This is an optimization exercise on Yosys and OpenROAD, whose aim is a short achievable clock period and few clock cycles, not a production implementation. Only simulation tests tie the RTL to the original design; equivalence was not proved. No activity file was given, so power comes from the tool's default toggle rates.

==> flow/design.v <==
module CHIP(clk,
            rst_n,
            mem_wen_D,
            mem_addr_D,
            mem_wdata_D,
            mem_rdata_D,
            mem_addr_I,
            mem_rdata_I
    );
    input         clk, rst_n ;
    output        mem_wen_D  ;
    output [31:0] mem_addr_D ;
    output [31:0] mem_wdata_D;
    input  [31:0] mem_rdata_D;
    output [31:0] mem_addr_I ;
    input  [31:0] mem_rdata_I;
    function [31:0] bswap(input [31:0] v);
        bswap = {v[7:0], v[15:8], v[23:16], v[31:24]};
    endfunction
    function [31:0] ks_carry(input [31:0] g, input [31:0] p, input cin);
        reg [31:0] gg, pp, gn, pn;
        integer k, d;
        begin
            gg = g;
            gg[0] = g[0] | (p[0] & cin);
            pp = p;
            for (d = 1; d < 32; d = d * 2) begin
                gn = gg;
                pn = pp;
                for (k = d; k < 32; k = k + 1) begin
                    gn[k] = gg[k] | (pp[k] & gg[k-d]);
                    pn[k] = pp[k] & pp[k-d];
                end
                gg = gn;
                pp = pn;
            end
            ks_carry = gg;
        end
    endfunction
    function [32:0] ks_add(input [31:0] a, input [31:0] b, input cin);
        reg [31:0] g, p, gg, pp, gn, pn;
        integer k, d;
        begin
            g = a & b;
            p = a ^ b;
            gg = g;
            gg[0] = g[0] | (p[0] & cin);
            pp = p;
            for (d = 1; d < 32; d = d * 2) begin
                gn = gg;
                pn = pp;
                for (k = d; k < 32; k = k + 1) begin
                    gn[k] = gg[k] | (pp[k] & gg[k-d]);
                    pn[k] = pp[k] & pp[k-d];
                end
                gg = gn;
                pp = pn;
            end
            ks_add = {gg[31], p ^ {gg[30:0], cin}};
        end
    endfunction
    reg  [31:0] pc_f;
    reg  [31:0] ll_f;             
    reg  [31:0] ir_d;
    reg  [31:0] pc_d;
    reg         v_d, pt_d, pok_d;
    reg  [31:0] a_e, b_e, imm_e, link_e, tgt_e;
    reg  [31:0] p_e, pa_e, pk_e;
    reg         v_e;
    reg         s_add_e, s_sub_e, s_and_e, s_or_e, s_slt_e, s_link_e;
    reg         is_lw_e, is_sw_e, is_beq_e, is_jalr_e, pt_e;
    reg         wen_e;
    reg  [4:0]  rd_e;
    reg  [31:0] res_m, addr_m, wdata_m;
    reg         st_m, lw_m, wen_m;
    reg  [4:0]  rd_m;
    reg  [31:0] rf [1:31];
    reg  [31:0] rf_v;
    wire [31:0] ld_m = bswap(mem_rdata_D);
    wire [31:0] wb_m = lw_m ? ld_m : res_m;
    assign mem_addr_I  = pc_f;
    assign mem_addr_D  = addr_m;
    assign mem_wdata_D = wdata_m;
    assign mem_wen_D   = st_m;
    wire [31:0] in_f   = bswap(mem_rdata_I);
    wire        f_jal  = in_f[6:0] == 7'b1101111;
    wire        f_beq  = in_f[6:0] == 7'b1100011;
    wire        f_jalr = in_f[6:0] == 7'b1100111;
    wire        f_btk  = f_beq & (in_f[31] | (in_f[19:15] == in_f[24:20]));
    wire        s_f   = in_f[31];
    wire [11:0] lj_s, lb_s;
    wire [12:0] lo_jx, lo_bx, lo_ix;
    add11 u_addj (.a(pc_f[11:1]), .b({in_f[20], in_f[30:21]}), .s(lj_s));
    add11 u_addb (.a(pc_f[11:1]), .b({in_f[7], in_f[30:25], in_f[11:8]}), .s(lb_s));
    add12 u_addi (.a(ll_f[11:0]), .b(in_f[31:20]), .s(lo_ix));
    assign lo_jx = {lj_s, pc_f[0]};
    assign lo_bx = {lb_s, pc_f[0]};
    wire        ok_j  = (in_f[19:12] == {8{s_f}}) & (s_f == lo_jx[12]);
    wire        ok_b  = s_f == lo_bx[12];
    wire [31:0] tj_f = {pc_f[31:12], lo_jx[11:0]};
    wire [31:0] tb_f = {pc_f[31:12], lo_bx[11:0]};
    wire [31:0] tr_f = {ll_f[31:12], lo_ix[11:0]};
    wire        pok_f = f_jal ? ok_j : f_btk ? ok_b : 1'b1;
    wire [32:0] seq_x  = ks_add(pc_f, 32'd4, 1'b0);
    wire [31:0] seq_f  = seq_x[31:0];
    wire [6:0] op_d  = ir_d[6:0];
    wire [4:0] rd_d  = ir_d[11:7];
    wire [4:0] rs1_d = ir_d[19:15];
    wire [4:0] rs2_d = ir_d[24:20];
    wire d_alu  = v_d & (op_d == 7'b0110011);
    wire d_lw   = v_d & (op_d == 7'b0000011);
    wire d_sw   = v_d & (op_d == 7'b0100011);
    wire d_beq  = v_d & (op_d == 7'b1100011);
    wire d_jal  = v_d & (op_d == 7'b1101111);
    wire d_jalr = v_d & (op_d == 7'b1100111);
    wire use1_d = d_alu | d_lw | d_sw | d_beq | d_jalr;
    wire use2_d = d_alu | d_sw | d_beq;
    wire wr_d   = (d_alu | d_lw | d_jal | d_jalr) & (rd_d != 5'd0);
    wire [31:0] imm_i = {{21{ir_d[31]}}, ir_d[30:20]};
    wire [31:0] imm_s = {{21{ir_d[31]}}, ir_d[30:25], ir_d[11:7]};
    wire [31:0] imm_b = {{20{ir_d[31]}}, ir_d[7], ir_d[30:25], ir_d[11:8], 1'b0};
    wire [31:0] rf1 = (rs1_d != 5'd0 && rf_v[rs1_d]) ? rf[rs1_d] : 32'd0;
    wire [31:0] rf2 = (rs2_d != 5'd0 && rf_v[rs2_d]) ? rf[rs2_d] : 32'd0;
    wire [32:0] link_x = ks_add(pc_d, 32'd4, 1'b0);
    wire [32:0] tgt_x  = ks_add(pc_d, imm_b, 1'b0);
    wire [32:0] chk_x  = ks_add(pc_f, ~imm_i, 1'b1);
    wire [31:0] imm_j  = {{12{ir_d[31]}}, ir_d[19:12], ir_d[20], ir_d[30:21], 1'b0};
    wire [32:0] tgj_x  = ks_add(pc_d, imm_j, 1'b0);
    wire ex_wr  = v_e & wen_e;
    wire hit1_m = wen_m & (rd_m == rs1_d);
    wire hit2_m = wen_m & (rd_m == rs2_d);
    wire hit1_e = ex_wr & (rd_e == rs1_d);
    wire hit2_e = ex_wr & (rd_e == rs2_d);
    wire stall = v_e & is_lw_e & ((hit1_e & use1_d) | (hit2_e & use2_d));
    wire        dep0_d  = ((rs2_d == 5'd0) & (rs1_d == rd_e)) | ((rs1_d == 5'd0) & (rs2_d == rd_e));
    wire        zsub_d  = d_beq & !pt_d & ex_wr & s_sub_e & dep0_d;
    wire        ztk_d   = zsub_d & eq;
    wire        redir_d = ((v_d & !pok_d) | ztk_d) & !stall & !redir_e;
    wire [31:0] tgt_d   = d_jal ? tgj_x[31:0] : tgt_x[31:0];
    wire [31:0] a_nx   = hit1_e ? alu : hit1_m ? wb_m : rf1;
    wire [31:0] b_nx   = hit2_e ? alu : hit2_m ? wb_m : rf2;
    wire [31:0] imm_nx = d_sw ? imm_s : imm_i;
    wire [31:0] c_sum  = ks_carry(a_e & b_e, p_e, 1'b0);
    wire [31:0] c_diff = ks_carry(a_e & ~b_e, ~p_e, 1'b1);
    wire [31:0] c_addr = ks_carry(a_e & imm_e, pa_e, 1'b0);
    wire [31:0] c_cmp  = ks_carry({~a_e[31] & b_e[31], a_e[30:0] & ~b_e[30:0]}, ~p_e, 1'b1);
    wire [31:0] sum  = p_e ^ {c_sum[30:0], 1'b0};
    wire [31:0] diff = ~p_e ^ {c_diff[30:0], 1'b1};
    wire [31:0] addr = pa_e ^ {c_addr[30:0], 1'b0};
    wire        lt   = !c_cmp[31];
    wire        eq   = p_e == 32'd0;
    wire [31:0] alu = ({32{s_add_e}}  & sum)
                    | ({32{s_sub_e}}  & diff)
                    | ({32{s_and_e}}  & (a_e & b_e))
                    | ({32{s_or_e}}   & (a_e | b_e))
                    | ({32{s_slt_e}}  & {31'd0, lt})
                    | ({32{s_link_e}} & link_e);
    wire br_miss   = is_beq_e & (eq != pt_e);
    wire jalr_miss = is_jalr_e & (pk_e != 32'd0);
    wire redir_e   = v_e & (br_miss | jalr_miss);
    wire [31:0] tgx_e = is_jalr_e ? addr : eq ? tgt_e : link_e;
    integer j;
    wire        early_f = redir_e | redir_d | stall;
    wire [31:0] early_v = redir_e ? tgx_e : redir_d ? tgt_d : pc_f;
    wire        go_f    = rst_n & !early_f;
    wire        sel_e   = rst_n & early_f;
    wire        sel_j   = go_f & f_jal;
    wire        sel_b   = go_f & f_btk;
    wire        sel_r   = go_f & f_jalr;
    wire        sel_s   = go_f & !f_jal & !f_btk & !f_jalr;
    wire [31:0] next_f  = ({32{sel_j}} & tj_f) | ({32{sel_b}} & tb_f)
                        | ({32{sel_r}} & tr_f) | ({32{sel_s}} & seq_f)
                        | ({32{sel_e}} & early_v);
    always @(posedge clk)
        pc_f <= next_f;
    always @(posedge clk) begin
        if (!rst_n) begin
            ll_f <= 32'd0;
            v_d  <= 1'b0;
            v_e  <= 1'b0;
            st_m <= 1'b0;
            lw_m <= 1'b0;
            wen_m <= 1'b0;
            rf_v <= 32'd0;
        end else begin
            if (f_jal && in_f[11:7] != 5'd0) ll_f <= seq_f;
            if (redir_e | redir_d) v_d <= 1'b0;
            else if (!stall)       v_d <= 1'b1;
            v_e   <= !(redir_e | stall);
            st_m  <= v_e & is_sw_e;
            lw_m  <= v_e & is_lw_e;
            wen_m <= v_e & wen_e;
            for (j = 1; j < 32; j = j + 1)
                if (wen_m && rd_m == j) rf_v[j] <= 1'b1;
        end
    end
    always @(posedge clk) begin
        if (!stall) begin
            ir_d <= in_f;
            pc_d <= pc_f;
            pt_d <= f_btk;
            pok_d <= pok_f;
        end
        a_e    <= a_nx;
        b_e    <= b_nx;
        p_e    <= a_nx ^ b_nx;
        pa_e   <= a_nx ^ imm_nx;
        pk_e   <= a_nx ^ chk_x[31:0];
        imm_e  <= imm_nx;
        link_e <= link_x[31:0];
        tgt_e  <= tgt_x[31:0];
        pt_e   <= pt_d | ztk_d;
        rd_e   <= rd_d;
        s_add_e   <= d_alu & (ir_d[14:12] == 3'b000) & !ir_d[30];
        s_sub_e   <= d_alu & (ir_d[14:12] == 3'b000) & ir_d[30];
        s_and_e   <= d_alu & (ir_d[14:12] == 3'b111);
        s_or_e    <= d_alu & (ir_d[14:12] == 3'b110);
        s_slt_e   <= d_alu & (ir_d[14:12] == 3'b010);
        s_link_e  <= d_jal | d_jalr;
        is_lw_e   <= d_lw;
        is_sw_e   <= d_sw;
        is_beq_e  <= d_beq;
        is_jalr_e <= d_jalr;
        wen_e     <= wr_d;
        res_m   <= alu;
        addr_m  <= addr;
        wdata_m <= bswap(b_e);
        rd_m    <= rd_e;
        if (wen_m) rf[rd_m] <= wb_m;
    end
endmodule
module add11(input [10:0] a, input [10:0] b, output [11:0] s);
    wire [10:0] g = a & b;
    wire [10:0] p = a ^ b;
    reg  [10:0] gg, pp, gn, pn;
    integer k, d;
    always @(*) begin
        gg = g;
        pp = p;
        for (d = 1; d < 11; d = d * 2) begin
            gn = gg;
            pn = pp;
            for (k = d; k < 11; k = k + 1) begin
                gn[k] = gg[k] | (pp[k] & gg[k-d]);
                pn[k] = pp[k] & pp[k-d];
            end
            gg = gn;
            pp = pn;
        end
    end
    assign s = {gg[10], p ^ {gg[9:0], 1'b0}};
endmodule
module add12(input [11:0] a, input [11:0] b, output [12:0] s);
    wire [11:0] g = a & b;
    wire [11:0] p = a ^ b;
    reg  [11:0] gg, pp, gn, pn;
    integer k, d;
    always @(*) begin
        gg = g;
        pp = p;
        for (d = 1; d < 12; d = d * 2) begin
            gn = gg;
            pn = pp;
            for (k = d; k < 12; k = k + 1) begin
                gn[k] = gg[k] | (pp[k] & gg[k-d]);
                pn[k] = pp[k] & pp[k-d];
            end
            gg = gn;
            pp = pn;
        end
    end
    assign s = {gg[11], p ^ {gg[10:0], 1'b0}};
endmodule
==> flow/config.mk <==
export PLATFORM = sky130hd
export DESIGN_NAME = CHIP
export DESIGN_NICKNAME = CHIP
export VERILOG_FILES = /design/flow/design.v
export SDC_FILE = /design/flow/constraint.sdc
export NUM_CORES = 4
export LEC_CHECK = 0
export CAP_MARGIN = 20
export CORE_MARGIN = 2
export CORE_UTILIZATION = 40
export CTS_CLUSTER_DIAMETER = 200
export CTS_CLUSTER_SIZE = 20
export SLEW_MARGIN = 20
export SYNTH_HIERARCHICAL = 1
==> flow/constraint.sdc <==
create_clock -name core_clock -period 10.5 [get_ports {clk}]
set_input_delay 2.1000 -clock core_clock [delete_from_list [all_inputs] [get_ports {clk}]]
set_output_delay 2.1000 -clock core_clock [all_outputs]
set_load 0.01 [all_outputs]
standard.sh (not shown) runs the stock make flow with config.mk's settings and CLKGATE_MAP_FILE= SYNTH_SCRIPT=/design/flow/synth_recipe.tcl, a recipe that flattens the netlist after the stock synthesis.
==> flow/flow/run.sh <==
#!/bin/bash
# Standard ORFS layout, with timing repair aimed below the clock period:
# repair_timing keeps working until the setup slack reaches the margin.
set -euo pipefail
MARGIN=${MARGIN:-7.5}
bash standard.sh SETUP_SLACK_MARGIN=$MARGIN finish > flow_standard.log 2>&1
The first run finished clean.
Testbench counts at the start, summed over its fixed seeds: cycles 88,243.
Rerun with:
--- a/flow/design.v
+++ b/flow/design.v
@@ -82,11 +82,11 @@
     assign mem_addr_D  = addr_m;
     assign mem_wdata_D = wdata_m;
     assign mem_wen_D   = st_m;
     wire [31:0] in_f   = bswap(mem_rdata_I);
-    wire        f_jal  = in_f[6:0] == 7'b1101111;
-    wire        f_beq  = in_f[6:0] == 7'b1100011;
-    wire        f_jalr = in_f[6:0] == 7'b1100111;
+    wire        f_jal  = in_f[6] & in_f[3];
+    wire        f_beq  = in_f[6] & !in_f[2];
+    wire        f_jalr = in_f[6] & in_f[2] & !in_f[3];
     wire        f_btk  = f_beq & (in_f[31] | (in_f[19:15] == in_f[24:20]));
     wire        s_f   = in_f[31];
     wire [11:0] lj_s, lb_s;
     wire [12:0] lo_jx, lo_bx, lo_ix;
@@ -106,14 +106,14 @@
     wire [6:0] op_d  = ir_d[6:0];
     wire [4:0] rd_d  = ir_d[11:7];
     wire [4:0] rs1_d = ir_d[19:15];
     wire [4:0] rs2_d = ir_d[24:20];
-    wire d_alu  = v_d & (op_d == 7'b0110011);
-    wire d_lw   = v_d & (op_d == 7'b0000011);
-    wire d_sw   = v_d & (op_d == 7'b0100011);
-    wire d_beq  = v_d & (op_d == 7'b1100011);
-    wire d_jal  = v_d & (op_d == 7'b1101111);
-    wire d_jalr = v_d & (op_d == 7'b1100111);
+    wire d_alu  = v_d & !op_d[6] & op_d[4];
+    wire d_lw   = v_d & !op_d[6] & !op_d[5];
+    wire d_sw   = v_d & !op_d[6] & op_d[5] & !op_d[4];
+    wire d_beq  = v_d & op_d[6] & !op_d[2];
+    wire d_jal  = v_d & op_d[6] & op_d[3];
+    wire d_jalr = v_d & op_d[6] & op_d[2] & !op_d[3];
     wire use1_d = d_alu | d_lw | d_sw | d_beq | d_jalr;
     wire use2_d = d_alu | d_sw | d_beq;
     wire wr_d   = (d_alu | d_lw | d_jal | d_jalr) & (rd_d != 5'd0);
     wire [31:0] imm_i = {{21{ir_d[31]}}, ir_d[30:20]};
@@ -158,9 +158,8 @@
     wire br_miss   = is_beq_e & (eq != pt_e);
     wire jalr_miss = is_jalr_e & (pk_e != 32'd0);
     wire redir_e   = v_e & (br_miss | jalr_miss);
     wire [31:0] tgx_e = is_jalr_e ? addr : eq ? tgt_e : link_e;
-    integer j;
     wire        early_f = redir_e | redir_d | stall;
     wire [31:0] early_v = redir_e ? tgx_e : redir_d ? tgt_d : pc_f;
     wire        go_f    = rst_n & !early_f;
     wire        sel_e   = rst_n & early_f;
@@ -172,8 +171,9 @@
                         | ({32{sel_r}} & tr_f) | ({32{sel_s}} & seq_f)
                         | ({32{sel_e}} & early_v);
     always @(posedge clk)
         pc_f <= next_f;
+    integer j;
     always @(posedge clk) begin
         if (!rst_n) begin
             ll_f <= 32'd0;
             v_d  <= 1'b0;
Maximum frequency goes down by a few percent.
Wire length goes down by a few percent.
Setup slack is worse by 76 ps.
Power goes up by about a fifth.
Sequential power goes up by a few percent.
Final area goes down slightly.
Non-clock buffer count goes up by 2.
Die area goes down slightly.
Utilization stays flat.
Register-to-register slack is worse by 140 ps.
Flip-flop and latch count goes down by 2.
Synthesized cell count goes down by a few percent.
Clock-buffer cell count is unchanged.
Critical path depth goes up by 13.
Testbench counts after the change, summed over its fixed seeds: cycles 88,243.

## static timing again, ports no longer ideal
The flow's constraints put no driver on any port. The routed layouts listed below were extracted and timed again, unchanged, in two steps. Step 1 sets driving cells, clkbuf_16 on the clock port and buf_2 on the other inputs (assumed; they add their load-dependent delay and slew). Step 2 adds t to the input delays and takes it off the output delays; t is the mean of the earliest and latest rising clock arrival at the registers after step 1. Input paths then give back, and output paths get back, about the clock's delay inside the block. Three values: ideal, step 1, step 2; two values: the first two.
run | t, ns | setup WS [ns] | worst register clock-pin slew, ns | cell pins on the clock port's net
the first run | 0.836 | 7.059 / 6.966 / 6.306 | 0.11 / 0.11 | 1
the second run | 0.819 | 6.983 / 6.955 / 6.243 | 0.10 / 0.10 | 1
After both steps every run listed still meets setup and hold. The setup slack of the first run, which loses most, moves by -0.093 ns with the drivers and by -0.753 ns with both steps.
